What follows belongs to an exercise in optimizing a design on an open flow for small area, a short achievable clock period and few clock cycles per item; a production flow would make more cautious choices. No run shown here included a check of the RTL's function; only the layout flow was run.

<file path="design/flow/design.v">
module div_lzc64 (
  input  logic [63:0] a,
  output logic [6:0]  n       
);
  logic [1:0] z2 [32];
  logic [2:0] z4 [16];
  logic [3:0] z8 [8];
  logic [4:0] z16[4];
  logic [5:0] z32[2];
  for (genvar i = 0; i < 32; i++) begin : g2
    wire h = a[2*i+1], l = a[2*i];
    assign z2[i] = h ? 2'd0 : (l ? 2'd1 : 2'd2);
  end
  for (genvar i = 0; i < 16; i++) begin : g4
    wire [1:0] h = z2[2*i+1], l = z2[2*i];
    assign z4[i] = h[1] ? {l[1], ~l[1], l[0]} : {1'b0, h};
  end
  for (genvar i = 0; i < 8; i++) begin : g8
    wire [2:0] h = z4[2*i+1], l = z4[2*i];
    assign z8[i] = h[2] ? {l[2], ~l[2], l[1:0]} : {1'b0, h};
  end
  for (genvar i = 0; i < 4; i++) begin : g16
    wire [3:0] h = z8[2*i+1], l = z8[2*i];
    assign z16[i] = h[3] ? {l[3], ~l[3], l[2:0]} : {1'b0, h};
  end
  for (genvar i = 0; i < 2; i++) begin : g32
    wire [4:0] h = z16[2*i+1], l = z16[2*i];
    assign z32[i] = h[4] ? {l[4], ~l[4], l[3:0]} : {1'b0, h};
  end
  assign n = z32[1][5] ? {z32[0][5], ~z32[0][5], z32[0][4:0]} : {1'b0, z32[1]};
endmodule
module div#(
  parameter WIDTH = 64
)(
  input                     i_clk         ,
  input                     i_rst_n       ,
  input                     i_flush       ,
  input                     i_divw        ,
  input                     i_start       ,
  output                    o_busy        ,
  output logic              o_end_valid   ,
  input                     i_end_ready   ,
  input                     i_signed      ,
  input  logic [WIDTH-1:0]  i_dividend    ,
  input  logic [WIDTH-1:0]  i_divisor     ,
  output logic [WIDTH-1:0]  o_quotient    ,
  output logic [WIDTH-1:0]  o_remainder
);
  localparam WB = 67;          
  localparam WT = WB + 1;      
  logic       busy_r, prep_r, iter_r;
  logic [6:0] cnt;
  logic       last;
  logic       w_r, sx_r, sd_r, sq_r;
  logic [63:0]   rem_r;      
  logic [WB-1:0] b_r;        
  logic [63:0]   quo_r;
  assign o_busy      = busy_r;
  assign o_quotient  = quo_r;
  assign o_remainder = rem_r;
  wire [63:0] x_in = i_divw ? {{32{i_signed & i_dividend[31]}}, i_dividend[31:0]} : i_dividend;
  wire [63:0] d_in = i_divw ? {{32{i_signed & i_divisor [31]}}, i_divisor [31:0]} : i_divisor;
  wire [63:0] draw = b_r[63:0];
  wire        dz = ~|draw;
  wire [63:0] xa = rem_r ^ {sx_r, rem_r[63:1]};
  wire [63:0] da = draw  ^ {sd_r, draw[63:1]};
  logic [6:0] lzx, lzd;
  div_lzc64 u_lzx (.a(xa), .n(lzx));
  div_lzc64 u_lzd (.a(da), .n(lzd));
  wire signed [8:0] s_ub = $signed({2'b0, lzd}) - $signed({2'b0, lzx}) + $signed({8'b0, sx_r});
  wire        q_zero = s_ub[8];             
  wire [6:0]  s_pos  = s_ub[6:0];
  wire [63:0] nd = sd_r ? (draw - 64'd1) : ~draw;
  wire [WB-1:0] nd_sh = ~({{(WB-64){1'b0}}, ~nd} << s_pos);
  wire        neg_r = last & sx_r;
  wire        neg_q = last & sq_r;
  wire        ext   = last & w_r;
  wire [WT-1:0] t   = {{(WT-64){1'b0}}, rem_r} + {b_r[WB-1], b_r} + {{(WT-1){1'b0}}, ~neg_r};
  wire        ones  = &({{(WT-64){1'b0}}, rem_r} ^ {b_r[WB-1], b_r});
  wire        acc   = ~t[WT-1] | (neg_r & ones);
  wire [63:0] r_neg = ~rem_r + 64'd1;
  wire [63:0] q_neg = ~quo_r + 64'd1;
  wire [63:0] r_it  = acc ? (t[63:0] ^ {64{neg_r}}) : (neg_r ? r_neg : rem_r);
  wire [63:0] q_it  = neg_q ? (acc ? {~quo_r[62:0], 1'b1} : {q_neg[62:0], 1'b0}) : {quo_r[62:0], acc};
  wire [63:0] r_ext = ext ? {{32{r_it[31]}}, r_it[31:0]} : r_it;
  wire [63:0] q_ext = ext ? {{32{q_it[31]}}, q_it[31:0]} : q_it;
  wire        short = dz | q_zero;
  wire [63:0] r_short = w_r ? {{32{rem_r[31]}}, rem_r[31:0]} : rem_r;
  wire [63:0] r_abs   = sx_r ? r_neg : rem_r;
  always_ff @(posedge i_clk or negedge i_rst_n) begin
    if (!i_rst_n) begin
      busy_r      <= 1'b0;
      prep_r      <= 1'b0;
      iter_r      <= 1'b0;
      o_end_valid <= 1'b0;
    end else if (i_flush) begin
      busy_r      <= 1'b0;
      prep_r      <= 1'b0;
      iter_r      <= 1'b0;
      o_end_valid <= 1'b0;
    end else begin
      prep_r <= i_start;
      if (i_start) busy_r <= 1'b1;
      else if (o_end_valid & i_end_ready) busy_r <= 1'b0;
      if (prep_r) iter_r <= ~short;
      else if (iter_r & last) iter_r <= 1'b0;
      if ((prep_r & short) | (iter_r & last)) o_end_valid <= 1'b1;
      else if (i_end_ready) o_end_valid <= 1'b0;
    end
  end
  always_ff @(posedge i_clk) begin
    if (!busy_r) begin
      rem_r <= x_in;
      b_r   <= {{(WB-64){i_signed & d_in[63]}}, d_in};
      w_r   <= i_divw;
      sx_r  <= i_signed & x_in[63];
      sd_r  <= i_signed & d_in[63];
      sq_r  <= i_signed & (x_in[63] ^ d_in[63]);
    end else if (prep_r) begin
      rem_r <= short ? r_short : r_abs;
      quo_r <= {64{dz}};
      b_r   <= nd_sh;
      cnt   <= s_pos;
      last  <= (s_pos == 7'd0);
    end else if (iter_r) begin
      rem_r <= r_ext;
      quo_r <= q_ext;
      b_r   <= $signed(b_r) >>> 1;
      cnt   <= cnt - 7'd1;
      last  <= (cnt == 7'd1);
    end
  end
endmodule
</file>
<file path="design/flow/run.sh">
#!/bin/bash
# synth_recipe.tcl (not shown) runs the flow's synth.tcl, then flattens the netlist and writes it again
# the make line also repeats each setting of config.mk as NAME=value (left out here)
make -C /OpenROAD-flow-scripts/flow DESIGN_CONFIG=/design/flow/config.mk WORK_HOME=/design/flow/orfs CLKGATE_MAP_FILE= SYNTH_SCRIPT=/design/flow/synth_recipe.tcl finish
</file>
<file path="design/flow/config.mk">
export PLATFORM = sky130hd
export DESIGN_NAME = div
export DESIGN_NICKNAME = div
export VERILOG_FILES = /design/flow/design.v
export SDC_FILE = /design/flow/constraint.sdc
export NUM_CORES = 4
export LEC_CHECK = 0
export CAP_MARGIN = 20
export CORE_MARGIN = 2
export CORE_UTILIZATION = 45
export PLACE_DENSITY = 0.6
export SLEW_MARGIN = 20
</file>
<file path="design/flow/constraint.sdc">
create_clock -name core_clock -period 20.0 [get_ports {i_clk}]
set_input_delay 4.0000 -clock core_clock [delete_from_list [all_inputs] [get_ports {i_clk}]]
set_output_delay 4.0000 -clock core_clock [all_outputs]
set_load 0.01 [all_outputs]
</file>
==> results.py, run 1 <==
metrics = {
    "clock_tree": {
        "clkTransAtPathRegs_ns": 0.07,
        "cts_sinks": 211,
        "hold_buffers": 0,
        "cts_inserted_buffers": 29,
        "post_cts_resized": 0,
        "root_buffer": "clkbuf_16",
        "clockBufferDepth": 3,
        "cts_setup_buffers": 0,
        "clock_latency_ns": 0.63,
        "htreeDepth": 1,
        "cts_tree": "built",
    },
    "worst_setup_path": {
        "crit_slowest_cell": "o22ai_1",
        "cp-start-kind": "flop",
        "cp_cell_sequence": "clkinv_1, ha_1, nor4_1, nand2_1, nor3_1, o311ai_0, o21ai_0, a22oi_1, o32ai_1, inv_1, fa_1, xnor2_1, xnor2_2, buf_4, nand2_1, o22ai_1, a21oi_1, a2111oi_0, o221ai_1",
        "critPathTopFamily": "compound AO/OA/AOI/OAI gates",
        "required_ns": 20.31,
        "r2r_start": "b_r[28]",
        "timing.rr.end": "b_r[37]",
        "worstRegToRegCells": 19,
        "critPathMostFrequentCell": "nand2_1",
        "cp-end-kind": "flop",
        "critPathMaxFanout": 58,
        "path_buf_inv": 3,
        "path_class": "reg -> reg",
        "cpPeakStageDelay_ns": 0.94,
        "arrival_ns": 9.10,
        "reg2reg_setup_slack_ns": 11.22,
    },
    "layout": {
        "layout_commonest_cell": "nor2_1",
        "areaGrowthSynthToFinish_pct": 15.4,
        "fillerInstances": 6351,
        "fin_util": 0.523,
        "nets": 4221,
        "drive_gt1_frac": 0.0607,
        "final_cell_mix": "360 x nor2_1, 322 x nand2_1, 278 x a21oi_1, 264 x clkdlybuf4s50_1, 255 x xnor2_1",
    },
    "floorplanning": {
        "start_util": 0.453,
        "die_w_um": 258,
        "design.die.area_um2": 66600,
        "top_level_ports": 265,
        "die_y_um": 258,
        "core_um2": 64100,
        "fp-row-count": 93,
    },
    "routing": {
        "drc": 0,
        "routedWlPerCell_um": 31.6,
        "post_drt_via_cell_ratio": 6.87,
        "drt_pre_antenna_iters": 7,
        "ant_nets": 0,
        "drt_iter0_drc": 4727,
        "vias": 32640,
        "drt-total-wl_um": 150000,
    },
    "synthesis": {
        "syn_inst": 3718,
        "yosys.area.top_type": "edfxtp_1",
        "synth_ff_type": "edfxtp_1",
        "synth_nets": 4072,
        "synth_area_um2": 29100,
        "synthMuxAreaShare": 0.0596,
        "synth_compound_area_frac": 0.285,
        "ys_ff_latch": 211,
        "yosysWarnings": 7,
        "synth_top_area_share": 0.214,
        "synthTopCellsByArea": "edfxtp_1 21%, ha_1 9.3%, xnor2_1 7.8%",
        "yosys.area_share.simple": 0.194,
        "synthArstFlopShare": 0.0190,
        "synth_xor_area_frac": 0.0903,
        "synth_top_family_by_area": "compound AO/OA/AOI/OAI gates",
        "ys_seq_area_frac": 0.217,
        "synth.distinct_cells": 109,
        "synth-edff-count": 207,
        "yosys.area_share.adder": 0.0948,
        "avgSynthCellArea_um2": 7.81,
    },
    "timing": {
        "tightest_slew_ns": 1.20,
        "setup-tns-final_ns": 0,
        "final_hold_viol_count": 0,
        "fin_skew_ns": 0.0296,
        "min_period_ns": 8.78,
        "fmax_mhz": 114,
        "drv_slew": 0,
        "slew_headroom": 0.200,
        "setup_viol": 0,
        "fin_crit_sh": 0.439,
        "grt_setup_unrepaired": "false",
    },
    "placed_design": {
        "dp_hpwl_um": 118000,
        "globalplace.congestion": 1.10,
        "port_buffers": 264,
    },
    "global_route": {
        "track_usage": 0.435,
        "grt_pass1_vias": 30314,
        "grt_overflow": 0,
        "grt_max_degree": 67,
        "grt_pass1_wl_um": 214000,
        "grt_antenna_before_repair": 4,
    },
    "min_path": {
        "hp-start": "iter_r",
        "hold_class": "reg -> reg",
        "min_to": "iter_r",
        "whs_path_depth": 2,
    },
    "run_status": {
        "outcome": "finished clean",
    },
    "run": {
        "drv_cap": 0,
    },
}
==> worst register-to-register path, stage by stage (launching register included) <==
cell,delay (ns)
edfxtp_1,0.56
clkinv_1,0.40
ha_1,0.44
nor4_1,0.49
nand2_1,0.21
nor3_1,0.44
o311ai_0,0.21
o21ai_0,0.43
a22oi_1,0.21
o32ai_1,0.21
inv_1,0.12
fa_1,0.48
xnor2_1,0.69
xnor2_2,0.19
buf_4,0.62
nand2_1,0.52
o22ai_1,0.94
a21oi_1,0.17
a2111oi_0,0.91
o221ai_1,0.23
==> cell families (layout without fill, tap and decap cells) <==
| kind of cell | after synthesis | in the layout |
|---|---|---|
| AOI/OAI and AO/OA | 1220 | 1220 |
| and+or+nand+nor | 1188 | 1188 |
| buffers and inverters | 449 | 621 |
| xor gates and xnor gates | 298 | 298 |
| adders and majority gates | 219 | 219 |
| DFF | 211 | 211 |
| muxes | 133 | 133 |
| other | 0 | 6 |
==> worst max-delay path by stage <==
stage | from | endpoint | slack (ns) | cells after the start
detailed placement | b_r[28] | b_r[61] | 11.79 | 20
global placement | b_r[15] | b_r[65] | 11.62 | 21
CTS | b_r[28] | b_r[61] | 11.76 | 20
finish | b_r[28] | b_r[37] | 11.22 | 19
floorplan | b_r[13] | rem_r[0] | 12.23 | 21
global route | b_r[28] | b_r[40] | 11.09 | 22
==> registers in the layout, summed over array words and instances, names as in the netlist <==
| name | count |
|---|---|
| rem_r | 64 |
| b_r | 67 |
| w_r | 1 |
| last | 1 |
| o_end_valid | 1 |
| busy_r | 1 |
| sq_r | 1 |
| prep_r | 1 |
| sx_r | 1 |
| cnt | 7 |
| iter_r | 1 |
| quo_r | 64 |
| sd_r | 1 |
==> per-layer routing <==
layer,global-route usage,share of wire,vias to the layer above
li1,-,-,14256
met1,0.566,0.39,15543
met2,0.636,0.41,2273
met3,0.111,0.12,562
met4,0.286,0.079,6
met5,0.00712,0.00058,-
==> cell type report <==
| cell class | count | area, um2 | area share |
|---|---|---|---|
| antenna | 6 | 15.0 | 0.000448 |
| clock buffer | 31 | 733 | 0.0219 |
| clock inverter | 23 | 199 | 0.00593 |
| inverter | 240 | 901 | 0.0269 |
| multi-input combinational | 3058 | 21200 | 0.631 |
| sequential | 211 | 6320 | 0.189 |
| tap | 855 | 1070 | 0.0319 |
| timing repair buffer | 327 | 3120 | 0.0929 |
==> synthesized netlist by cell type (10+ instances only) <==
| master | count |
|---|---|
| a21boi_0 | 47 |
| a211oi_1 | 64 |
| mux2i_1 | 79 |
| buf_2 | 19 |
| nand2b_1 | 36 |
| clkbuf_1 | 159 |
| or4_1 | 10 |
| xnor2_1 | 258 |
| or3_1 | 17 |
| mux2_2 | 23 |
| o31ai_1 | 41 |
| ha_1 | 217 |
| a311oi_1 | 12 |
| buf_1 | 30 |
| nand3_1 | 101 |
| a221oi_1 | 25 |
| nor2_1 | 362 |
| o31a_1 | 13 |
| a2111oi_0 | 12 |
| o2111ai_1 | 12 |
| a21oi_1 | 278 |
| nor4_1 | 42 |
| a31oi_1 | 57 |
| xor2_1 | 39 |
| nor2b_1 | 20 |
| nor3_1 | 98 |
| inv_1 | 234 |
| o21ai_0 | 241 |
| a211o_1 | 18 |
| edfxtp_1 | 207 |
| o211ai_1 | 37 |
| nand4_1 | 56 |
| and4_1 | 11 |
| o22ai_1 | 37 |
| nand2_1 | 324 |
| and2_1 | 37 |
| and3_1 | 35 |
| mux4_2 | 29 |
| a21o_1 | 68 |
| o21bai_1 | 19 |
| a41oi_1 | 11 |
| o221ai_1 | 71 |
| o211a_1 | 12 |
| o21a_1 | 25 |
==> through the flow <==
stage	instances	hold WS [ns]	cell area [um2]	worst slack, ns
finish	4751	0.627	33500	11.22
global route	4746	0.645	33500	11.09
CTS	4745	0.621	33500	11.76
detailed placement	4691	0.607	32600	11.79
global placement	4691	0.591	32600	11.62
floorplan	3718	0.556	29100	12.23
==> inputs of run 2 (changes only) <==
==> design/flow/flow/run.sh (new file) <==
#!/bin/bash
set -euo pipefail
bash standard.sh SETUP_SLACK_MARGIN=14.5 finish > standard_flow.log 2>&1
==> design/flow/standard.sh (new file) <==
#!/bin/bash
# synth_recipe.tcl (not shown) runs the flow's synth.tcl, then flattens the netlist and writes it again
# the make line also repeats each setting of config.mk as NAME=value (left out here)
make -C /OpenROAD-flow-scripts/flow DESIGN_CONFIG=/design/flow/config.mk WORK_HOME=/design/flow/orfs CLKGATE_MAP_FILE= SYNTH_SCRIPT=/design/flow/synth_recipe.tcl "${@:-finish}"
removed: design/flow/run.sh
==> results.py, run 2 <==
metrics = {
    "worst_setup_path": {
        "timing.rr.end": "b_r[40]",
        "cp-start-kind": "flop",
        "arrival_ns": 6.26,
        "required_ns": 20.43,
        "critPathMaxFanout": 26,
        "path_class": "reg -> reg",
        "cp-end-kind": "flop",
        "r2r_start": "b_r[26]",
        "worstRegToRegCells": 23,
        "reg2reg_setup_slack_ns": 14.18,
    },
    "clock_tree": {
        "cts_sinks": 211,
        "clockBufferDepth": 3,
        "clkTransAtPathRegs_ns": 0.07,
        "clock_latency_ns": 0.66,
        "hold_buffers": 0,
        "cts_tree": "built",
        "htreeDepth": 1,
        "root_buffer": "clkbuf_16",
        "cts_inserted_buffers": 29,
    },
    "layout": {
        "reg.largest.list": "b_r: 67 flops, quo_r: 64 flops, rem_r: 64 flops",
        "fillerInstances": 5666,
        "nets": 4612,
        "largest_register": "b_r",
        "largest_register_ffs": 67,
        "areaGrowthSynthToFinish_pct": 37.2,
        "final_cell_mix": "383 x buf_4, 330 x nor2_1, 294 x nand2_1, 253 x a21oi_1, 250 x xnor2_1",
        "layout_commonest_cell": "buf_4",
        "drive_gt1_frac": 0.228,
    },
    "synthesis": {
        "ys_seq_area_frac": 0.217,
        "synth_top_area_share": 0.214,
        "synthTopCellsByCount": "362 x nor2_1, 324 x nand2_1, 278 x a21oi_1, 258 x xnor2_1, 241 x o21ai_0",
        "syn_inst": 3718,
        "yosysMostFrequentCell": "nor2_1",
        "synth-edff-count": 207,
        "synth.distinct_cells": 109,
        "synthTopCellsByArea": "edfxtp_1 21%, ha_1 9.3%, xnor2_1 7.8%",
        "synth_ff_type": "edfxtp_1",
        "yosys.area.top_type": "edfxtp_1",
        "synthArstFlopShare": 0.0190,
        "avgSynthCellArea_um2": 7.81,
        "synth_area_um2": 29100,
        "yosysWarnings": 7,
        "synth_nets": 4072,
        "ys_ff_latch": 211,
    },
    "timing": {
        "setup-tns-final_ns": 0,
        "grt_setup_unrepaired": "true",
        "min_period_ns": 5.82,
        "final_hold_viol_count": 0,
        "drv_slew": 0,
        "slew_headroom": 0.194,
        "tightest_slew_ns": 1.20,
        "setup_viol": 0,
        "fin_skew_ns": 0.0173,
        "fin_crit_sh": 0.291,
        "fmax_mhz": 172,
        "holdWs_ns": 0.621,
    },
    "min_path": {
        "min_to": "o_end_valid",
        "hp-start": "o_end_valid",
        "whs_path_depth": 2,
        "hold_class": "reg -> reg",
    },
    "global_route": {
        "grt_pass1_wl_um": 237000,
        "grt_pass1_vias": 32689,
        "met3_usage": 0.179,
        "grtUsageMet2": 0.689,
        "track_usage": 0.488,
        "grt_max_degree": 76,
        "grt_overflow": 0,
        "top_usage_layer": "met2",
        "grt_util_met1": 0.613,
        "grt_antenna_before_repair": 10,
    },
    "routing": {
        "drc": 0,
        "drt-total-wl_um": 172000,
        "ant_nets": 0,
        "drt_iter0_drc": 6427,
        "drt_pre_antenna_iters": 11,
        "post_drt_via_cell_ratio": 7.05,
        "routedWlPerCell_um": 33.4,
        "vias": 36243,
    },
    "placed_design": {
        "globalplace.congestion": 1.12,
        "port_buffers": 264,
        "dp_hpwl_um": 120000,
    },
    "floorplanning": {
        "start_util": 0.453,
        "fp-row-count": 93,
        "design.die.area_um2": 66600,
        "core_um2": 64100,
        "top_level_ports": 265,
        "die_w_um": 258,
        "die_y_um": 258,
    },
    "run_status": {
        "outcome": "finished clean",
    },
    "run": {
        "drv_cap": 0,
    },
}
-- run 2: cell counts after synthesis --
No cell type changed its count.
-- run 2: final cells by class --
type                    count  area [um2]  share of cell area
clock buffers              37         756              0.0190
multi-input cells        3059       23700               0.595
clock inverters            17         253             0.00634
inverters                 240         946              0.0237
repair inverters            2        17.5            0.000440
well taps                 855        1070              0.0268
flip-flops and latches    211        6320               0.159
repair buffers            715        6740               0.169
diodes                      7        17.5            0.000440
-- run 2: worst max-delay path by stage --
stage                  from        to  slack [ns]  depth (start not counted)
floorplan              sd_r  rem_r[0]       14.51                         23
global placement    b_r[28]   b_r[37]       11.44                         19
detailed placement  b_r[28]   b_r[37]       11.65                         19
CTS                 b_r[15]   b_r[37]       14.34                         19
global route        b_r[29]   b_r[64]       14.15                         24
finish              b_r[26]   b_r[40]       14.18                         23
-- run 2: cells by family (layout without fill, tap and decap cells) --
logic type	count (synthesis)	in the layout	share of synthesized area
other cells	0	7	0
xor+xnor	298	298	0.0903
fa+ha+maj	219	219	0.0948
compound gates	1220	1221	0.285
flops	211	211	0.217
simple gates	1188	1188	0.194
buf+inv	449	1011	0.0589
mux	133	133	0.0596
-- run 2: what timing repair did --
item                                    in CTS  in global routing
buffers inserted                           255                115
resized for setup                          512                222
endpoints found under the setup margin     335                207
cloned                                      16                  5
pin swaps                                   60                 66
-- run 2: worst max-delay path, stage by stage (launching register included) --
cell and delay (ns):
edfxtp_1 0.54, inv_2 0.18, ha_4 0.23, nor4_4 0.35, nand2_2 0.14, nor3_4 0.23
o311ai_2 0.16, o21ai_4 0.22, a22oi_2 0.13, o32ai_2 0.17, inv_1 0.11, fa_2 0.45
xnor2_4 0.18, buf_12 0.16, and3_1 0.28, xnor2_2 0.12, buf_4 0.16, buf_12 0.15
nor2_1 0.41, nand2_1 0.14, o211a_1 0.19, o221ai_4 0.35, nor2_1 0.11, nor3_2 0.34
-- run 2: metal layers --
layer  routed length (um)  share of wire
met5                  110        0.00064
met4                16700          0.097
met3                24700           0.14
met2                67400           0.39
met1                62900           0.37
-- run 2: stage by stage --
step / cell area, um2 / setup slack (ns) / util / std cells
detailed placement: 32700 / 11.65 / 0.509 / 4689
finish: 39800 / 14.18 / 0.622 / 5143
CTS: 37700 / 14.34 / 0.588 / 5014
global placement: 32700 / 11.44 / 0.509 / 4689
floorplan: 29200 / 14.51 / - / 3718
global route: 39800 / 14.15 / 0.621 / 5139
==> inputs of run 3 (changes only) <==
--- a/design/flow/design.v
+++ b/design/flow/design.v
@@ -48,6 +48,6 @@
 );
-  localparam WB = 67;          
+  localparam WB = 68;          
   localparam WT = WB + 1;      
-  logic       busy_r, prep_r, iter_r;
-  logic [6:0] cnt;
+  logic       busy_r, prep_r, iter_r, fix_r;
+  logic [5:0] cnt;
   logic       last;
@@ -71,17 +71,22 @@
   wire        q_zero = s_ub[8];             
-  wire [6:0]  s_pos  = s_ub[6:0];
+  wire [6:0]  s_use  = s_ub[6:0] | 7'd1;    
   wire [63:0] nd = sd_r ? (draw - 64'd1) : ~draw;
-  wire [WB-1:0] nd_sh = ~({{(WB-64){1'b0}}, ~nd} << s_pos);
-  wire        neg_r = last & sx_r;
+  wire [WB-1:0] nd_sh = ~({{(WB-64){1'b0}}, ~nd} << s_use);
+  wire [WB-1:0] b1 = $signed(b_r) >>> 1;
+  wire [WT-1:0] t0 = {{(WT-64){1'b0}}, rem_r} + {b_r[WB-1], b_r} + {{(WT-1){1'b0}}, 1'b1};
+  wire          a0 = ~t0[WT-1];
+  wire [63:0]   r1 = a0 ? t0[63:0] : rem_r;
+  wire [WT-1:0] t1 = {{(WT-64){1'b0}}, r1} + {b1[WB-1], b1} + {{(WT-1){1'b0}}, 1'b1};
+  wire          a1 = ~t1[WT-1];
+  wire [63:0]   r2 = a1 ? t1[63:0] : r1;
   wire        neg_q = last & sq_r;
   wire        ext   = last & w_r;
-  wire [WT-1:0] t   = {{(WT-64){1'b0}}, rem_r} + {b_r[WB-1], b_r} + {{(WT-1){1'b0}}, ~neg_r};
-  wire        ones  = &({{(WT-64){1'b0}}, rem_r} ^ {b_r[WB-1], b_r});
-  wire        acc   = ~t[WT-1] | (neg_r & ones);
+  wire [63:0] q_neg = ~quo_r + 64'd1;
+  wire [63:0] q_it  = ~neg_q ? {quo_r[61:0], a0, a1} :
+                      a1     ? {~quo_r[61:0], ~a0, 1'b1} :
+                      a0     ? {~quo_r[61:0], 2'b10} : {q_neg[61:0], 2'b00};
+  wire [63:0] r_ext = ext ? {{32{r2[31]}}, r2[31:0]} : r2;
+  wire [63:0] q_ext = ext ? {{32{q_it[31]}}, q_it[31:0]} : q_it;
   wire [63:0] r_neg = ~rem_r + 64'd1;
-  wire [63:0] q_neg = ~quo_r + 64'd1;
-  wire [63:0] r_it  = acc ? (t[63:0] ^ {64{neg_r}}) : (neg_r ? r_neg : rem_r);
-  wire [63:0] q_it  = neg_q ? (acc ? {~quo_r[62:0], 1'b1} : {q_neg[62:0], 1'b0}) : {quo_r[62:0], acc};
-  wire [63:0] r_ext = ext ? {{32{r_it[31]}}, r_it[31:0]} : r_it;
-  wire [63:0] q_ext = ext ? {{32{q_it[31]}}, q_it[31:0]} : q_it;
+  wire [63:0] r_fix = w_r ? {{32{r_neg[31]}}, r_neg[31:0]} : r_neg;
   wire        short = dz | q_zero;
@@ -94,2 +99,3 @@
       iter_r      <= 1'b0;
+      fix_r       <= 1'b0;
       o_end_valid <= 1'b0;
@@ -99,2 +105,3 @@
       iter_r      <= 1'b0;
+      fix_r       <= 1'b0;
       o_end_valid <= 1'b0;
@@ -106,3 +113,4 @@
       else if (iter_r & last) iter_r <= 1'b0;
-      if ((prep_r & short) | (iter_r & last)) o_end_valid <= 1'b1;
+      fix_r <= iter_r & last & sx_r;
+      if ((prep_r & short) | (iter_r & last & ~sx_r) | fix_r) o_end_valid <= 1'b1;
       else if (i_end_ready) o_end_valid <= 1'b0;
@@ -122,4 +130,4 @@
       b_r   <= nd_sh;
-      cnt   <= s_pos;
-      last  <= (s_pos == 7'd0);
+      cnt   <= s_use[6:1];
+      last  <= (s_use[6:1] == 6'd0);
     end else if (iter_r) begin
@@ -127,5 +135,7 @@
       quo_r <= q_ext;
-      b_r   <= $signed(b_r) >>> 1;
-      cnt   <= cnt - 7'd1;
-      last  <= (cnt == 7'd1);
+      b_r   <= $signed(b_r) >>> 2;
+      cnt   <= cnt - 6'd1;
+      last  <= (cnt == 6'd1);
+    end else if (fix_r) begin
+      rem_r <= r_fix;
     end
==> design/flow/flow/run.sh (replaced) <==
#!/bin/bash
set -euo pipefail
bash standard.sh SETUP_SLACK_MARGIN=13.5 finish > standard_flow.log 2>&1
==> results.py, run 3 <==
metrics = {
    "layout": {
        "nets": 5068,
        "reg.largest.list": "b_r: 68 flops, quo_r: 64 flops, rem_r: 64 flops",
        "areaGrowthSynthToFinish_pct": 28.0,
        "layout_commonest_cell": "a21oi_1",
        "largest_register": "b_r",
        "drive_gt1_frac": 0.165,
        "fillerInstances": 6610,
        "final_cell_mix": "426 x a21oi_1, 411 x nand2_1, 335 x nor2_1, 264 x clkdlybuf4s50_1, 257 x o21ai_0",
        "largest_register_ffs": 68,
        "fin_cells": 5632,
    },
    "synthesis": {
        "synth.distinct_cells": 99,
        "synth_top_area_share": 0.193,
        "yosys.area_share.adder": 0.105,
        "avgSynthCellArea_um2": 7.44,
        "synth_top_family_by_area": "compound AO/OA/AOI/OAI gates",
        "yosys.area_share.simple": 0.216,
        "synthArstFlopShare": 0.0236,
        "synth_nets": 4723,
        "synthMuxAreaShare": 0.0469,
        "synthTopCellsByArea": "edfxtp_1 19%, ha_1 10%, a21oi_1 7.1%",
        "synth_compound_area_frac": 0.296,
        "synthTopCellsByCount": "457 x a21oi_1, 424 x nand2_1, 358 x nor2_1, 306 x o21ai_0, 265 x ha_1",
        "yosys.area.top_type": "edfxtp_1",
        "yosysWarnings": 7,
        "yosysMostFrequentCell": "a21oi_1",
        "synth-edff-count": 207,
        "synth_xor_area_frac": 0.0778,
        "ys_seq_area_frac": 0.197,
        "synth_ff_type": "edfxtp_1",
        "synth_area_um2": 32100,
        "ys_ff_latch": 212,
        "syn_inst": 4320,
    },
    "routing": {
        "drt_iter0_drc": 5933,
        "ant_nets": 0,
        "drt_pre_antenna_iters": 8,
        "routedWlPerCell_um": 30.6,
        "post_drt_via_cell_ratio": 6.93,
        "vias": 39029,
        "drc": 0,
        "drt-total-wl_um": 172000,
    },
    "clock_tree": {
        "cts_sinks": 212,
        "clock_latency_ns": 0.66,
        "root_buffer": "clkbuf_16",
        "htreeDepth": 1,
        "cts_inserted_buffers": 29,
        "clockBufferDepth": 3,
        "clkTransAtPathRegs_ns": 0.07,
        "hold_buffers": 0,
        "cts_tree": "built",
    },
    "floorplanning": {
        "core_um2": 70400,
        "start_util": 0.456,
        "fp-row-count": 97,
        "die_w_um": 271,
        "design.die.area_um2": 73600,
        "die_y_um": 271,
        "top_level_ports": 265,
    },
    "run_status": {
        "outcome": "finished clean",
    },
    "timing": {
        "min_period_ns": 6.65,
        "drv_slew": 0,
        "slew_headroom": 0.241,
        "final_hold_viol_count": 0,
        "grt_setup_unrepaired": "true",
        "holdWs_ns": 0.646,
        "setup_viol": 0,
        "setup-tns-final_ns": 0,
        "fin_skew_ns": 0.0425,
        "fin_crit_sh": 0.332,
        "fmax_mhz": 150,
        "tightest_slew_ns": 1.14,
    },
    "worst_setup_path": {
        "arrival_ns": 7.06,
        "path_class": "reg -> reg",
        "worstRegToRegCells": 21,
        "critPathMaxFanout": 50,
        "required_ns": 20.41,
        "cp-start-kind": "flop",
        "cp-end-kind": "flop",
    },
    "global_route": {
        "grt_max_degree": 72,
        "grt_antenna_before_repair": 11,
        "grt_pass1_wl_um": 240000,
        "track_usage": 0.436,
        "grt_pass1_vias": 34879,
        "grt_overflow": 0,
    },
    "placed_design": {
        "globalplace.congestion": 1.04,
        "port_buffers": 264,
        "dp.cells": 5348,
        "dp_hpwl_um": 127000,
    },
    "min_path": {
        "whs_path_depth": 4,
        "hold_class": "reg -> reg",
    },
    "run": {
        "drv_cap": 0,
    },
}
==> run 3: cell type report <==
type | count | area (um2) | share of cell area
inverters | 252 | 952 | 0.0232
repair buffers | 564 | 5400 | 0.131
clock buffers | 35 | 748 | 0.0182
well taps | 940 | 1180 | 0.0286
clock inverters | 19 | 236 | 0.00575
flip-flops and latches | 212 | 6350 | 0.154
multi-input cells | 3606 | 26300 | 0.638
diodes | 4 | 10.0 | 0.000243
==> run 3: stage by stage <==
step	utilization	setup WS [ns]	cell area, um2
3_5_place_dp	0.508	10.53	35700
4_1_cts	0.550	13.46	38700
6_report	0.584	13.35	41100
5_1_grt	0.584	13.24	41100
3_3_place_gp	0.508	10.78	35700
2_1_floorplan	-	13.58	32100
==> run 3: final timing paths <==
kind | slack (ns) | to | startpoint
setup reg to reg | 13.35 | b_r[33] | rem_r[18]
hold reg to reg | 0.65 | o_end_valid | fix_r
setup / recovery | 13.35 | b_r[33] | rem_r[18]
max in group asynchronous | 16.14 | prep_r | i_rst_n
hold / removal | 0.65 | o_end_valid | fix_r
min in group asynchronous | 3.61 | busy_r | i_rst_n
==> run 3: timing repair <==
item | CTS | global route
endpoints found under the setup margin | 264 | 257
resized for setup | 240 | 291
gates cloned | 6 | 9
buffers inserted | 95 | 116
pin swaps | 23 | 54
==> run 3: metal layers <==
layer	vias up	global-route usage	wire length [um]
li1	17010	-	-
met1	18545	0.606	67900
met2	2901	0.619	68700
met3	563	0.129	24800
met4	10	0.200	10700
met5	-	0	66
==> run 3: logic make-up (layout without fill, tap and decap cells) <==
group                      Yosys count  after routing
DFF                                212            212
other                                0              4
AOI/OAI and AO/OA                 1476           1477
xor gates and xnor gates           284            284
buffers and inverters              507            870
muxes                              133            133
adders and majority gates          268            268
and+or+nand+nor                   1440           1444
==> run 3: critical path, cell delays in order (launching register included) <==
cell,delay (ns)
edfxtp_1,0.60
inv_4,0.12
ha_1,0.36
nor4_4,0.34
nand4_1,0.17
buf_4,0.18
a21oi_4,0.21
o21ai_2,0.11
o2111ai_2,0.08
o31a_1,0.41
ha_2,0.27
inv_2,0.04
fa_2,0.57
ha_4,0.26
buf_16,0.21
a2111oi_1,0.79
nor3_1,0.11
a31o_2,0.28
o21a_1,0.21
mux2i_1,0.23
o21ai_0,0.29
a221oi_1,0.49
==> inputs of run 4 (changes only) <==
==> design/flow/flow/run.sh (replaced) <==
#!/bin/bash
set -euo pipefail
bash standard.sh SETUP_SLACK_MARGIN=12.5 finish > standard_flow.log 2>&1
==> results.py, run 4 <==
metrics = {
    "layout": {
        "fillerInstances": 6979,
        "reg.largest.list": "b_r: 68 flops, quo_r: 64 flops, rem_r: 64 flops",
        "largest_register": "b_r",
        "areaGrowthSynthToFinish_pct": 16.7,
        "drive_gt1_frac": 0.0744,
        "largest_register_ffs": 68,
        "nets": 4880,
        "fin_cells": 5443,
        "final_cell_mix": "450 x a21oi_1, 420 x nand2_1, 346 x nor2_1, 297 x o21ai_0, 264 x clkdlybuf4s50_1",
        "fin_util": 0.533,
        "layout_commonest_cell": "a21oi_1",
    },
    "timing": {
        "fmax_mhz": 134,
        "grt_setup_unrepaired": "false",
        "tightest_slew_ns": 1.08,
        "fin_crit_sh": 0.374,
        "min_period_ns": 7.49,
        "setup_viol": 0,
        "setup-tns-final_ns": 0,
        "fin_skew_ns": 0.0176,
        "holdWs_ns": 0.626,
        "slew_headroom": 0.278,
        "drv_slew": 0,
        "final_hold_viol_count": 0,
    },
    "global_route": {
        "track_usage": 0.416,
        "grt_antenna_before_repair": 6,
        "grt_pass1_vias": 33638,
        "grt_max_degree": 75,
        "grt_pass1_wl_um": 230000,
        "grt_overflow": 0,
    },
    "synthesis": {
        "synth_area_um2": 32100,
        "synth_ff_type": "edfxtp_1",
        "yosysWarnings": 7,
        "avgSynthCellArea_um2": 7.44,
        "synth_top_area_share": 0.193,
        "yosys.area_share.simple": 0.216,
        "ys_ff_latch": 212,
        "synth-edff-count": 207,
        "synthTopCellsByCount": "457 x a21oi_1, 424 x nand2_1, 358 x nor2_1, 306 x o21ai_0, 265 x ha_1",
        "synth_xor_area_frac": 0.0778,
        "yosysMostFrequentCell": "a21oi_1",
        "synthArstFlopShare": 0.0236,
        "synth_top_family_by_area": "compound AO/OA/AOI/OAI gates",
        "synthTopCellsByArea": "edfxtp_1 19%, ha_1 10%, a21oi_1 7.1%",
        "yosys.area_share.adder": 0.105,
        "synthMuxAreaShare": 0.0469,
        "yosys.area.top_type": "edfxtp_1",
        "ys_seq_area_frac": 0.197,
        "synth.distinct_cells": 99,
        "synth_compound_area_frac": 0.296,
        "synth_nets": 4723,
        "syn_inst": 4320,
    },
    "floorplanning": {
        "die_w_um": 271,
        "fp-row-count": 97,
        "top_level_ports": 265,
        "die_y_um": 271,
        "start_util": 0.456,
        "core_um2": 70400,
        "design.die.area_um2": 73600,
    },
    "worst_setup_path": {
        "timing.rr.end": "b_r[45]",
        "worstSetupEndpoint": "b_r[45]",
        "critPathMaxFanout": 11,
        "cp-start-kind": "flop",
        "r2r_start": "rem_r[31]",
        "arrival_ns": 7.74,
        "required_ns": 20.25,
        "cp-end-kind": "flop",
        "crit_start": "rem_r[31]",
        "worstRegToRegCells": 25,
        "reg2reg_setup_slack_ns": 12.51,
        "path_class": "reg -> reg",
    },
    "routing": {
        "drt-total-wl_um": 161000,
        "drt_iter0_drc": 5644,
        "drc": 0,
        "drt_pre_antenna_iters": 7,
        "routedWlPerCell_um": 29.5,
        "vias": 37173,
        "ant_nets": 0,
        "post_drt_via_cell_ratio": 6.83,
    },
    "clock_tree": {
        "clockBufferDepth": 3,
        "clock_latency_ns": 0.64,
        "cts_inserted_buffers": 30,
        "cts_tree": "built",
        "htreeDepth": 1,
        "clkTransAtPathRegs_ns": 0.07,
        "cts_sinks": 212,
        "root_buffer": "clkbuf_16",
    },
    "placed_design": {
        "dp.cells": 5343,
        "dp_hpwl_um": 125000,
        "port_buffers": 264,
        "globalplace.congestion": 1.08,
    },
    "run": {
        "drv_cap": 0,
    },
    "min_path": {
        "hold_class": "reg -> reg",
    },
    "run_status": {
        "outcome": "finished clean",
    },
}
## run 4: metrics by stage
stage                     instance area (um2)  setup WS, ns
after floorplan                         32100         13.02
after global placement                  35700         10.92
after detailed placement                35700         10.77
after CTS                               37000         12.48
after global routing                    37500         12.50
final                                   37500         12.51
## run 4: what timing repair did
| item | in CTS | in global routing |
|---|---|---|
| gates resized for setup | 48 | 38 |
| endpoints found under the hold margin | 0 | 0 |
| endpoints found under the setup margin | 242 | 242 |
| cloned | 1 | 3 |
| buffers inserted | 6 | 31 |
| pin swaps | 4 | 8 |
| hold buffers | 0 | 0 |
## run 4: critical path: stages (launching register included)
cell	delay, ns
edfxtp_1	0.58
clkinvlp_4	0.24
ha_1	0.37
nor4_1	0.30
buf_4	0.21
nand2_1	0.07
nor2_1	0.17
o2111ai_1	0.19
o21ai_0	0.20
o21ai_0	0.23
o2111ai_1	0.15
o31a_2	0.32
ha_1	0.21
inv_1	0.06
fa_1	0.42
a21o_1	0.18
a21o_2	0.25
xnor2_2	0.23
or4_1	0.53
nor3_1	0.31
xnor2_1	0.13
buf_4	0.22
nor2_1	0.83
nand2_1	0.31
o21ai_0	0.22
a21oi_1	0.15
## run 4: worst min-delay path by stage
stage	start	end	slack, ns	depth (start not counted)
6_report	fix_r	o_end_valid	0.63	4
2_1_floorplan	fix_r	o_end_valid	0.56	4
4_1_cts	fix_r	o_end_valid	0.64	4
3_5_place_dp	fix_r	o_end_valid	0.62	4
5_1_grt	fix_r	o_end_valid	0.69	4
3_3_place_gp	fix_r	o_end_valid	0.61	4
## run 4: area by class of cell
| cell class | count | area [um2] | share of cell area |
|---|---|---|---|
| Multi-Input combinational cell | 3604 | 24400 | 0.652 |
| Sequential cell | 212 | 6350 | 0.169 |
| Timing Repair Buffer | 377 | 3570 | 0.0953 |
| Tap cell | 940 | 1180 | 0.0314 |
| Inverter | 252 | 950 | 0.0253 |
| Clock buffer | 37 | 777 | 0.0207 |
| Clock inverter | 19 | 231 | 0.00617 |
| Antenna cell | 2 | 5.00 | 0.000134 |
## run 4: metal layers
metal | global-route usage | up-vias | wire length [um]
met5 | 0 | - | 62
met4 | 0.167 | 8 | 7910
met3 | 0.100 | 387 | 21400
met2 | 0.601 | 2558 | 65100
met1 | 0.590 | 17601 | 66200
li1 | - | 16619 | -
## run 4: cell families after synthesis
| family | after synthesis |
|---|---|
| buffers and inverters | 507 |
| AOI/OAI and AO/OA | 1476 |
| adders and majority gates | 268 |
| and+or+nand+nor | 1440 |
| DFF | 212 |
| xor gates and xnor gates | 284 |
| muxes | 133 |
==> inputs of run 5 (changes only) <==
--- a/design/flow/design.v
+++ b/design/flow/design.v
@@ -72,9 +72,8 @@
   wire [6:0]  s_use  = s_ub[6:0] | 7'd1;    
-  wire [63:0] nd = sd_r ? (draw - 64'd1) : ~draw;
-  wire [WB-1:0] nd_sh = ~({{(WB-64){1'b0}}, ~nd} << s_use);
+  wire [WB-1:0] nd_sh = $signed(b_r << s_use) ^ {WB{~sd_r}};
   wire [WB-1:0] b1 = $signed(b_r) >>> 1;
-  wire [WT-1:0] t0 = {{(WT-64){1'b0}}, rem_r} + {b_r[WB-1], b_r} + {{(WT-1){1'b0}}, 1'b1};
+  wire [WT-1:0] t0 = {{(WT-64){1'b0}}, rem_r} + {b_r[WB-1], b_r} + {{(WT-1){1'b0}}, ~sd_r};
   wire          a0 = ~t0[WT-1];
   wire [63:0]   r1 = a0 ? t0[63:0] : rem_r;
-  wire [WT-1:0] t1 = {{(WT-64){1'b0}}, r1} + {b1[WB-1], b1} + {{(WT-1){1'b0}}, 1'b1};
+  wire [WT-1:0] t1 = {{(WT-64){1'b0}}, r1} + {b1[WB-1], b1} + {{(WT-1){1'b0}}, ~sd_r};
   wire          a1 = ~t1[WT-1];
@@ -121,3 +120,2 @@
       rem_r <= x_in;
-      b_r   <= {{(WB-64){i_signed & d_in[63]}}, d_in};
       w_r   <= i_divw;
@@ -129,3 +127,2 @@
       quo_r <= {64{dz}};
-      b_r   <= nd_sh;
       cnt   <= s_use[6:1];
@@ -135,3 +132,2 @@
       quo_r <= q_ext;
-      b_r   <= $signed(b_r) >>> 2;
       cnt   <= cnt - 6'd1;
@@ -142,2 +138,7 @@
   end
+  always_ff @(posedge i_clk) begin
+    if (!busy_r)     b_r <= {{(WB-64){i_signed & d_in[63]}}, d_in};
+    else if (prep_r) b_r <= nd_sh;
+    else             b_r <= $signed(b_r) >>> 2;
+  end
 endmodule
==> design/flow/flow/run.sh (replaced) <==
#!/bin/bash
set -euo pipefail
bash standard.sh SETUP_SLACK_MARGIN=13 finish > standard_flow.log 2>&1
==> results.py, run 5 <==
metrics = {
    "floorplanning": {
        "die_w_um": 261,
        "design.die.area_um2": 68200,
        "core_um2": 65600,
        "die_y_um": 261,
        "top_level_ports": 265,
        "start_util": 0.454,
        "fp-row-count": 94,
    },
    "worst_setup_path": {
        "path_buf_inv": 4,
        "critPathMaxFanout": 36,
        "arrival_ns": 7.35,
        "crit_slowest_cell": "nor4_2",
        "critPathMostFrequentCell": "o21ai_0",
        "cpPeakStageDelay_ns": 0.52,
        "critPathTopFamily": "simple AND/OR/NAND/NOR gates",
        "cp-end-kind": "flop",
        "cp-start-kind": "flop",
        "path_class": "reg -> reg",
        "cp_cell_sequence": "buf_4, inv_4, ha_1, nor4_4, nand2_1, nand4b_1, o21ai_0, o21ai_0, a31oi_2, ha_1, inv_1, fa_1, xor2_4, and3_1, xnor3_4, buf_8, nor4_2, mux2i_1, o22ai_1, xnor2_1, o21ai_0",
        "required_ns": 20.38,
    },
    "routing": {
        "ant_nets": 0,
        "post_drt_via_cell_ratio": 6.42,
        "drc": 0,
        "vias": 32853,
        "drt_iter0_drc": 3889,
        "drt-total-wl_um": 138000,
        "drt_pre_antenna_iters": 8,
        "routedWlPerCell_um": 27.0,
    },
    "synthesis": {
        "synth-edff-count": 140,
        "yosysMostFrequentCell": "a21oi_1",
        "ys_ff_latch": 212,
        "synth.distinct_cells": 104,
        "avgSynthCellArea_um2": 7.38,
        "synth_ff_type": "edfxtp_1",
        "synthArstFlopShare": 0.0236,
        "synth_top_area_share": 0.141,
        "yosys.area.top_type": "edfxtp_1",
        "synthTopCellsByArea": "edfxtp_1 14%, ha_1 9.7%, a21oi_1 8.1%",
        "yosysWarnings": 7,
        "synthTopCellsByCount": "482 x a21oi_1, 393 x nor2_1, 354 x nand2_1, 284 x o21ai_0, 247 x xnor2_1",
        "synth_nets": 4403,
        "synth_area_um2": 29800,
        "ys_seq_area_frac": 0.191,
        "syn_inst": 4032,
    },
    "clock_tree": {
        "clockBufferDepth": 3,
        "root_buffer": "clkbuf_16",
        "clkTransAtPathRegs_ns": 0.07,
        "cts_inserted_buffers": 28,
        "cts_sinks": 212,
        "hold_buffers": 0,
        "htreeDepth": 1,
        "cts_tree": "built",
        "clock_latency_ns": 0.63,
    },
    "global_route": {
        "grt_overflow": 0,
        "grt_antenna_before_repair": 4,
        "grt_max_degree": 77,
        "grt_pass1_vias": 30597,
        "track_usage": 0.385,
        "grt_pass1_wl_um": 198000,
    },
    "timing": {
        "final_hold_viol_count": 0,
        "tightest_slew_ns": 1.08,
        "slew_headroom": 0.276,
        "drv_slew": 0,
        "setup-tns-final_ns": 0,
        "setup_viol": 0,
        "grt_setup_unrepaired": "true",
        "fmax_mhz": 143,
        "fin_crit_sh": 0.348,
        "fin_ws_ns": 13.03,
        "fin_skew_ns": 0.0203,
        "min_period_ns": 6.97,
    },
    "layout": {
        "largest_register_ffs": 68,
        "seqCellArea_um2": 5680,
        "largest_register": "b_r",
        "layout_commonest_cell": "a21oi_1",
        "nets": 4602,
        "drive_gt1_frac": 0.0959,
        "areaGrowthSynthToFinish_pct": 20.9,
        "reg.largest.list": "b_r: 68 flops, quo_r: 64 flops, rem_r: 64 flops",
        "final_cell_mix": "469 x a21oi_1, 383 x nor2_1, 349 x nand2_1, 264 x o21ai_0, 264 x clkdlybuf4s50_1",
        "multi_input_area_um2": 23100,
        "fin_util": 0.548,
        "fillerInstances": 6532,
    },
    "placed_design": {
        "place_ws_ns": 10.47,
        "port_buffers": 264,
        "dp_hpwl_um": 104000,
        "globalplace.congestion": 1.06,
    },
    "run_status": {
        "outcome": "finished clean",
    },
    "min_path": {
        "hold_class": "reg -> reg",
    },
    "run": {
        "drv_cap": 0,
    },
}
run 5: cell types whose count changed in the layout (fill, tap and decap cells not counted), moves of 37 or more:
cell | previous run | this run
dfxtp_1 | 0 | 64
nor3_1 | 153 | 83
nand2_1 | 420 | 349
nor2_1 | 346 | 383
edfxtp_1 | 207 | 140
ha_1 | 258 | 206
mux2i_1 | 100 | 236
run 5: path summary, 6_finish.rpt:
path                       slack, ns  cells after the start       to       from
hold / removal                  0.65                      2  b_r[64]    b_r[66]
setup / recovery               13.03                     21  b_r[67]  rem_r[31]
max in group asynchronous      16.05                      1   prep_r    i_rst_n
min in group asynchronous       3.65                      1   busy_r    i_rst_n
setup reg to reg               13.03                     21  b_r[67]  rem_r[31]
hold reg to reg                 0.65                      2  b_r[64]    b_r[66]
run 5: per-layer routing:
layer	wire length [um]	global-route usage	vias to the layer above
met5	27	0	-
met4	8940	0.208	4
met3	12900	0.0682	418
met2	61100	0.610	1794
met1	55300	0.497	15544
li1	-	-	15093
run 5: cell type report:
type / instances / area share
diodes: 2 / 0.000139
well taps: 864 / 0.0300
multi-input cells: 3337 / 0.641
repair buffers: 410 / 0.117
flip-flops and latches: 212 / 0.158
clock inverters: 10 / 0.00309
clock buffers: 42 / 0.0250
inverters: 242 / 0.0257
run 5: cells by family (layout without fill, tap and decap cells):
kind of cell,count (synthesis),in the layout,share of synthesized area
AO/OA/AOI/OAI,1241,1241,0.255
XOR/XNOR,338,339,0.101
adder cells (fa/ha/maj),236,236,0.100
buffers and inverters,487,704,0.0648
flip-flops,212,212,0.191
multiplexers,261,261,0.0899
other,0,2,0
AND/OR/NAND/NOR,1257,1260,0.199
run 5: per-stage QoR:
step,std cells,area [um2],hold WS (ns)
3_5_place_dp,4996,33200,0.615
2_1_floorplan,4032,29800,0.486
6_report,5119,36000,0.650
4_1_cts,5073,34900,0.644
3_3_place_gp,4996,33200,0.618
5_1_grt,5118,36000,0.684
run 5: repair_timing:
item | 4_1_cts | 5_1_grt
gates resized for setup | 91 | 127
buffers inserted | 18 | 34
pin swaps | 8 | 26
cloned | 7 | 9
endpoints found under the setup margin | 264 | 239
run 5: worst reg2reg max path, delay by kind of cell, from the launching register on:
family	cells	cell delay [ns]
fa+ha+maj	3	1.15
flops	1	0.33
simple gates	5	1.72
xor+xnor	3	0.90
compound gates	5	1.70
mux	1	0.13
buf+inv	4	0.78
==> inputs of run 6 (changes only) <==
==> design/flow/flow/run.sh (replaced) <==
#!/bin/bash
set -euo pipefail
bash standard.sh SETUP_SLACK_MARGIN=14 finish > standard_flow.log 2>&1
==> results.py, run 6 <==
metrics = {
    "worst_setup_path": {
        "cpPeakStageDelay_ns": 0.40,
        "cp-end-kind": "flop",
        "required_ns": 20.38,
        "arrival_ns": 6.99,
        "crit_slowest_cell": "edfxtp_1",
        "critPathMaxFanout": 6,
        "critPathMostFrequentCell": "fa_2",
        "path_class": "reg -> reg",
        "reg2reg_setup_slack_ns": 13.39,
        "cp-start-kind": "flop",
    },
    "routing": {
        "vias": 35577,
        "drc": 0,
        "drt_pre_antenna_iters": 6,
        "routedWlPerCell_um": 28.9,
        "drt_iter0_drc": 4397,
        "ant_nets": 0,
        "drt-total-wl_um": 155000,
        "post_drt_via_cell_ratio": 6.61,
    },
    "global_route": {
        "grt_pass1_vias": 31933,
        "grt_pass1_wl_um": 211000,
        "grt_overflow": 0,
        "grt_antenna_before_repair": 4,
        "grt_max_degree": 82,
        "track_usage": 0.416,
    },
    "placed_design": {
        "dp_hpwl_um": 106000,
        "port_buffers": 264,
        "globalplace.congestion": 1.03,
        "place_ws_ns": 11.23,
    },
    "floorplanning": {
        "die_y_um": 261,
        "start_util": 0.454,
        "die_w_um": 261,
        "top_level_ports": 265,
        "core_um2": 65600,
        "fp-row-count": 94,
        "design.die.area_um2": 68200,
    },
    "timing": {
        "setup_viol": 0,
        "fin_crit_sh": 0.330,
        "grt_setup_unrepaired": "true",
        "holdWs_ns": 0.643,
        "min_period_ns": 6.61,
        "final_hold_viol_count": 0,
        "tightest_slew_ns": 1.37,
        "drv_slew": 0,
        "slew_headroom": 0.0839,
        "setup-tns-final_ns": 0,
        "fmax_mhz": 151,
        "fin_ws_ns": 13.39,
        "fin_skew_ns": 0.0281,
    },
    "layout": {
        "layout_commonest_cell": "a21oi_1",
        "largest_register": "b_r",
        "final_cell_mix": "385 x a21oi_1, 363 x nor2_1, 334 x nand2_1, 266 x buf_4, 263 x clkdlybuf4s50_1",
        "fin_util": 0.636,
        "fillerInstances": 5749,
        "nets": 4860,
        "drive_gt1_frac": 0.246,
        "largest_register_ffs": 68,
        "areaGrowthSynthToFinish_pct": 40.2,
        "reg.largest.list": "b_r: 68 flops, quo_r: 64 flops, rem_r: 64 flops",
    },
    "clock_tree": {
        "cts_sinks": 212,
        "clkTransAtPathRegs_ns": 0.07,
        "htreeDepth": 1,
        "root_buffer": "clkbuf_16",
        "cts_inserted_buffers": 29,
        "clockBufferDepth": 3,
        "clock_latency_ns": 0.66,
        "hold_buffers": 0,
        "cts_tree": "built",
    },
    "synthesis": {
        "yosysWarnings": 7,
        "ys_ff_latch": 212,
        "synth-edff-count": 140,
        "yosys.area.top_type": "edfxtp_1",
        "synthTopCellsByCount": "482 x a21oi_1, 393 x nor2_1, 354 x nand2_1, 284 x o21ai_0, 247 x xnor2_1",
        "synth_ff_type": "edfxtp_1",
        "synthArstFlopShare": 0.0236,
        "synth_nets": 4403,
        "synth_top_area_share": 0.141,
        "synth.distinct_cells": 104,
        "yosysMostFrequentCell": "a21oi_1",
        "synthTopCellsByArea": "edfxtp_1 14%, ha_1 9.7%, a21oi_1 8.1%",
        "ys_seq_area_frac": 0.191,
        "synth_area_um2": 29800,
        "avgSynthCellArea_um2": 7.38,
        "syn_inst": 4032,
    },
    "min_path": {
        "hold_class": "reg -> reg",
    },
    "run_status": {
        "outcome": "finished clean",
    },
    "run": {
        "drv_cap": 0,
    },
}
run 6: cell count changes in the layout (fill, tap and decap cells not counted), sizes merged, moves of 4 or more:
cell      change
or2           +4
clkinvlp      +5
buf         +246
clkbuf        -6
bufinv        +4
run 6: stage by stage:
stage / area [um2] / cells
global route: 41700 / 5376
floorplan: 30000 / 4032
CTS: 38100 / 5231
global placement: 33300 / 4996
detailed placement: 33300 / 4996
finish: 41700 / 5380
run 6: timing repair:
action                     in CTS  in global routing
hold endpoints to repair        0                  0
setup endpoints to repair     267                261
pin swaps                     150                163
resized for setup             472                470
buffers inserted              153                130
gates cloned                   28                 15
run 6: critical path, delay by kind of cell (launching register included):
family                   cells  cell delay (ns)
AO/OA/AOI/OAI               13             2.65
adder cells (fa/ha/maj)      4             1.08
buffers and inverters        8             0.98
flip-flops                   1             0.40
AND/OR/NAND/NOR              7             1.16
run 6: cells by family (layout without fill, tap and decap cells):
| logic type | after synthesis | in the layout | synth area share |
|---|---|---|---|
| multiplexers | 261 | 261 | 0.0899 |
| other | 0 | 4 | 0 |
| adder cells (fa/ha/maj) | 236 | 236 | 0.100 |
| AO/OA/AOI/OAI | 1241 | 1242 | 0.255 |
| buffers and inverters | 487 | 957 | 0.0648 |
| AND/OR/NAND/NOR | 1257 | 1266 | 0.199 |
| flip-flops | 212 | 212 | 0.191 |
| XOR/XNOR | 338 | 338 | 0.101 |
run 6: worst paths after layout:
check / start / endpoint / cells past startpoint
min in group asynchronous: i_rst_n / busy_r / 1
max in group asynchronous: i_rst_n / prep_r / 1
setup reg to reg: sd_r / rem_r[62] / 32
setup / recovery: sd_r / rem_r[62] / 32
hold reg to reg: cnt[0] / cnt[0] / 1
hold / removal: cnt[0] / cnt[0] / 1
run 6: area by class of cell:
cell class	instances	area, um2	share of cell area
Tap cell	864	1080	0.0259
Sequential cell	212	5710	0.137
Clock inverter	21	262	0.00626
Clock buffer	33	783	0.0188
Timing Repair Buffer	660	6870	0.165
Multi-Input combinational cell	3343	26100	0.625
Timing Repair inverter	1	8.76	0.000210
Inverter	242	948	0.0227
Antenna cell	4	10.0	0.000240
run 6: metal layers:
layer | wire length [um] | part of all wire | global-route usage | up-vias
met5 | 38 | 0.00024 | 0 | -
met4 | 11700 | 0.075 | 0.223 | 6
met3 | 17500 | 0.11 | 0.0845 | 691
met2 | 66800 | 0.43 | 0.655 | 2430
met1 | 59400 | 0.38 | 0.534 | 16789
li1 | - | - | - | 15661
==> inputs of run 7 (changes only) <==
--- a/design/flow/design.v
+++ b/design/flow/design.v
@@ -48,3 +48,3 @@
 );
-  localparam WB = 68;          
+  localparam WB = 66;          
   localparam WT = WB + 1;      
@@ -69,3 +69,5 @@
   div_lzc64 u_lzd (.a(da), .n(lzd));
-  wire signed [8:0] s_ub = $signed({2'b0, lzd}) - $signed({2'b0, lzx}) + $signed({8'b0, sx_r});
+  wire        px = sx_r & ~|(~rem_r[63:1] & rem_r[62:0]);
+  wire        pd = sd_r & ~|(~draw[63:1]  & draw[62:0]);
+  wire signed [8:0] s_ub = $signed({2'b0, lzd}) - $signed({2'b0, lzx}) + $signed({8'b0, px}) - $signed({8'b0, pd});
   wire        q_zero = s_ub[8];             
==> design/flow/flow/run.sh (replaced) <==
#!/bin/bash
set -euo pipefail
bash standard.sh SETUP_SLACK_MARGIN=13.5 finish > standard_flow.log 2>&1
==> results.py, run 7 <==
metrics = {
    "run_status": {
        "outcome": "finished clean",
    },
    "synthesis": {
        "synth-edff-count": 140,
        "synth_nets": 4390,
        "ys_seq_area_frac": 0.190,
        "ys_ff_latch": 210,
        "yosys.area.top_type": "edfxtp_1",
        "synth_area_um2": 29700,
        "yosysWarnings": 7,
        "synthArstFlopShare": 0.0238,
        "yosysMostFrequentCell": "nand2_1",
        "synth_ff_type": "edfxtp_1",
        "synth_top_area_share": 0.142,
        "syn_inst": 4009,
        "avgSynthCellArea_um2": 7.41,
        "synth.distinct_cells": 92,
        "synthTopCellsByCount": "424 x nand2_1, 366 x a21oi_1, 347 x nor2_1, 277 x o21ai_0, 240 x ha_1",
        "synthTopCellsByArea": "edfxtp_1 14%, ha_1 10%, a21oi_1 6.2%",
    },
    "routing": {
        "drt_iter0_drc": 5481,
        "drt_pre_antenna_iters": 12,
        "ant_nets": 0,
        "drt-total-wl_um": 165000,
        "vias": 37428,
        "post_drt_via_cell_ratio": 6.82,
        "drc": 0,
        "routedWlPerCell_um": 30.0,
    },
    "placed_design": {
        "dp_hpwl_um": 110000,
        "place_ws_ns": 11.07,
        "port_buffers": 264,
        "dp.cells": 4987,
        "globalplace.congestion": 1.08,
    },
    "worst_setup_path": {
        "cp-start-kind": "flop",
        "path_buf_inv": 8,
        "arrival_ns": 7.46,
        "critPathMaxFanout": 15,
        "crit_slowest_cell": "mux2i_2",
        "reg2reg_setup_slack_ns": 12.99,
        "critPathMostFrequentCell": "nor2_1",
        "required_ns": 20.46,
        "path_class": "reg -> reg",
        "cp-end-kind": "flop",
        "cpPeakStageDelay_ns": 0.49,
        "critPathTopFamily": "simple AND/OR/NAND/NOR gates",
    },
    "clock_tree": {
        "clockBufferDepth": 3,
        "hold_buffers": 0,
        "clock_latency_ns": 0.67,
        "root_buffer": "clkbuf_16",
        "cts_inserted_buffers": 29,
        "cts_sinks": 210,
        "clkTransAtPathRegs_ns": 0.07,
        "htreeDepth": 1,
        "cts_tree": "built",
    },
    "timing": {
        "min_period_ns": 7.01,
        "setup_viol": 0,
        "slew_headroom": 0.0614,
        "final_hold_viol_count": 0,
        "fin_ws_ns": 12.99,
        "setup-tns-final_ns": 0,
        "fin_crit_sh": 0.350,
        "fmax_mhz": 143,
        "tightest_slew_ns": 1.40,
        "drv_slew": 0,
        "fin_skew_ns": 0.0659,
        "grt_setup_unrepaired": "true",
    },
    "run": {
        "drv_cap": 0,
    },
    "layout": {
        "largest_register_ffs": 66,
        "reg.largest.list": "b_r: 66 flops, quo_r: 64 flops, rem_r: 64 flops",
        "final_cell_mix": "400 x nand2_1, 360 x buf_4, 290 x nor2_1, 264 x clkdlybuf4s50_1, 255 x a21oi_1",
        "fin_cells": 5488,
        "seqCellArea_um2": 5720,
        "layout_commonest_cell": "nand2_1",
        "areaGrowthSynthToFinish_pct": 47.2,
        "nets": 4980,
        "drive_gt1_frac": 0.291,
        "fillerInstances": 5452,
        "multi_input_area_um2": 26800,
        "largest_register": "b_r",
    },
    "floorplanning": {
        "start_util": 0.453,
        "fp-row-count": 94,
        "die_w_um": 261,
        "core_um2": 65500,
        "design.die.area_um2": 68000,
        "die_y_um": 261,
        "top_level_ports": 265,
    },
    "global_route": {
        "grt_overflow": 0,
        "track_usage": 0.442,
        "grt_pass1_wl_um": 224000,
        "grt_antenna_before_repair": 3,
        "grt_pass1_vias": 33692,
        "grt_max_degree": 72,
    },
    "min_path": {
        "hold_class": "reg -> reg",
    },
}
[run 7: cell types whose count changed after synthesis, sizes merged, moves of 21 or more]
cell	before	now
xor2	88	118
nor2	394	348
mux2i	241	169
a21boi	7	28
clkbuf	169	205
nand3	114	79
or2	6	27
nor2b	30	67
o22ai	15	36
a21oi	482	366
buf	76	30
a32oi	2	29
xnor2	248	187
nand2	354	424
[run 7: layer usage]
metal,vias up,wire [um],share of wire,track usage
met5,-,0,0,0
met3,829,22200,0.13,0.125
met4,0,13700,0.084,0.265
met1,17674,61500,0.37,0.574
li1,16041,-,-,-
met2,2884,67100,0.41,0.647
[run 7: worst paths after layout]
| kind | start | end | depth (start not counted) |
|---|---|---|---|
| min | b_r[24] | b_r[22] | 2 |
| max | b_r[43] | b_r[55] | 33 |
| min in group asynchronous | i_rst_n | busy_r | 1 |
| max in group asynchronous | i_rst_n | busy_r | 1 |
| max reg2reg | b_r[43] | b_r[55] | 33 |
| min reg2reg | b_r[24] | b_r[22] | 2 |
[run 7: repair_timing]
item                                    in CTS  in global routing
gates cloned                                32                 15
buffers inserted                           231                167
gates resized for setup                    599                624
endpoints found under the setup margin     263                259
pin swaps                                  161                230
[run 7: metrics by stage]
step           instance area [um2]  hold WS, ns  utilization
4_1_cts                      39500        0.510        0.603
2_1_floorplan                29800        0.496            -
5_1_grt                      43700        0.522        0.667
6_report                     43700        0.517        0.667
3_5_place_dp                 33300        0.497        0.508
3_3_place_gp                 33300        0.473        0.508
[run 7: logic make-up after synthesis]
kind of cell | count (synthesis) | share of synthesized area
buffers and inverters | 459 | 0.0591
xor gates and xnor gates | 305 | 0.0900
AOI/OAI and AO/OA | 1327 | 0.291
DFF | 210 | 0.190
and+or+nand+nor | 1276 | 0.202
muxes | 186 | 0.0634
adders and majority gates | 246 | 0.105
[run 7: area by class of cell]
class,count,share of cell area
clock buffer,45,0.0202
multi-input combinational,3348,0.613
inverter,224,0.0213
tap,864,0.0247
antenna,2,0.000115
sequential,210,0.131
clock inverter,9,0.00152
timing repair buffer,786,0.189
[run 7: worst register-to-register path, delay by kind of cell, from the launching register on]
kind	cells	cell delay (ns)
flip-flops	1	0.33
AO/OA/AOI/OAI	6	1.16
buffers and inverters	8	1.19
AND/OR/NAND/NOR	11	1.80
XOR/XNOR	1	0.19
adder cells (fa/ha/maj)	4	1.30
multiplexers	3	0.88

-- afterwards: timing with drivers on the ports --
No port has a modelled driver above. Below, the same layouts with a new extraction and two added sets of constraints.
Step 1 assumes that a clkbuf_16 drives the clock port and a buf_2 every other input.
Step 2 times the ports against the registers' clock, not the clock port: input delays grow and output delays shrink by t, the midpoint of the rising clock arrivals with the driver on.
Three values: ideal, step 1, step 2; two values: the first two.
run	t, ns	setup slack, ns	hold WS [ns]	worst setup path after step 2
run 1	0.687	11.216 / 11.216 / 11.216	0.627 / 0.627 / 0.627	register to register
run 2	0.724	14.175 / 14.175 / 13.747	0.621 / 0.621 / 0.621	input to register
run 3	0.697	13.352 / 13.352 / 12.902	0.646 / 0.646 / 0.646	input to register
run 4	0.694	12.513 / 12.513 / 12.513	0.626 / 0.626 / 0.626	register to register
run 5	0.682	13.031 / 13.031 / 13.031	0.650 / 0.650 / 0.650	register to register
run 6	0.711	13.393 / 13.393 / 13.393	0.643 / 0.643 / 0.643	register to register
run 7	0.709	12.993 / 12.993 / 12.903	0.517 / 0.517 / 0.517	input to register
After both steps every run listed still meets setup and hold. The setup slack of run 3, which loses most, moves by 0.000 ns with the drivers and by -0.450 ns with both steps.
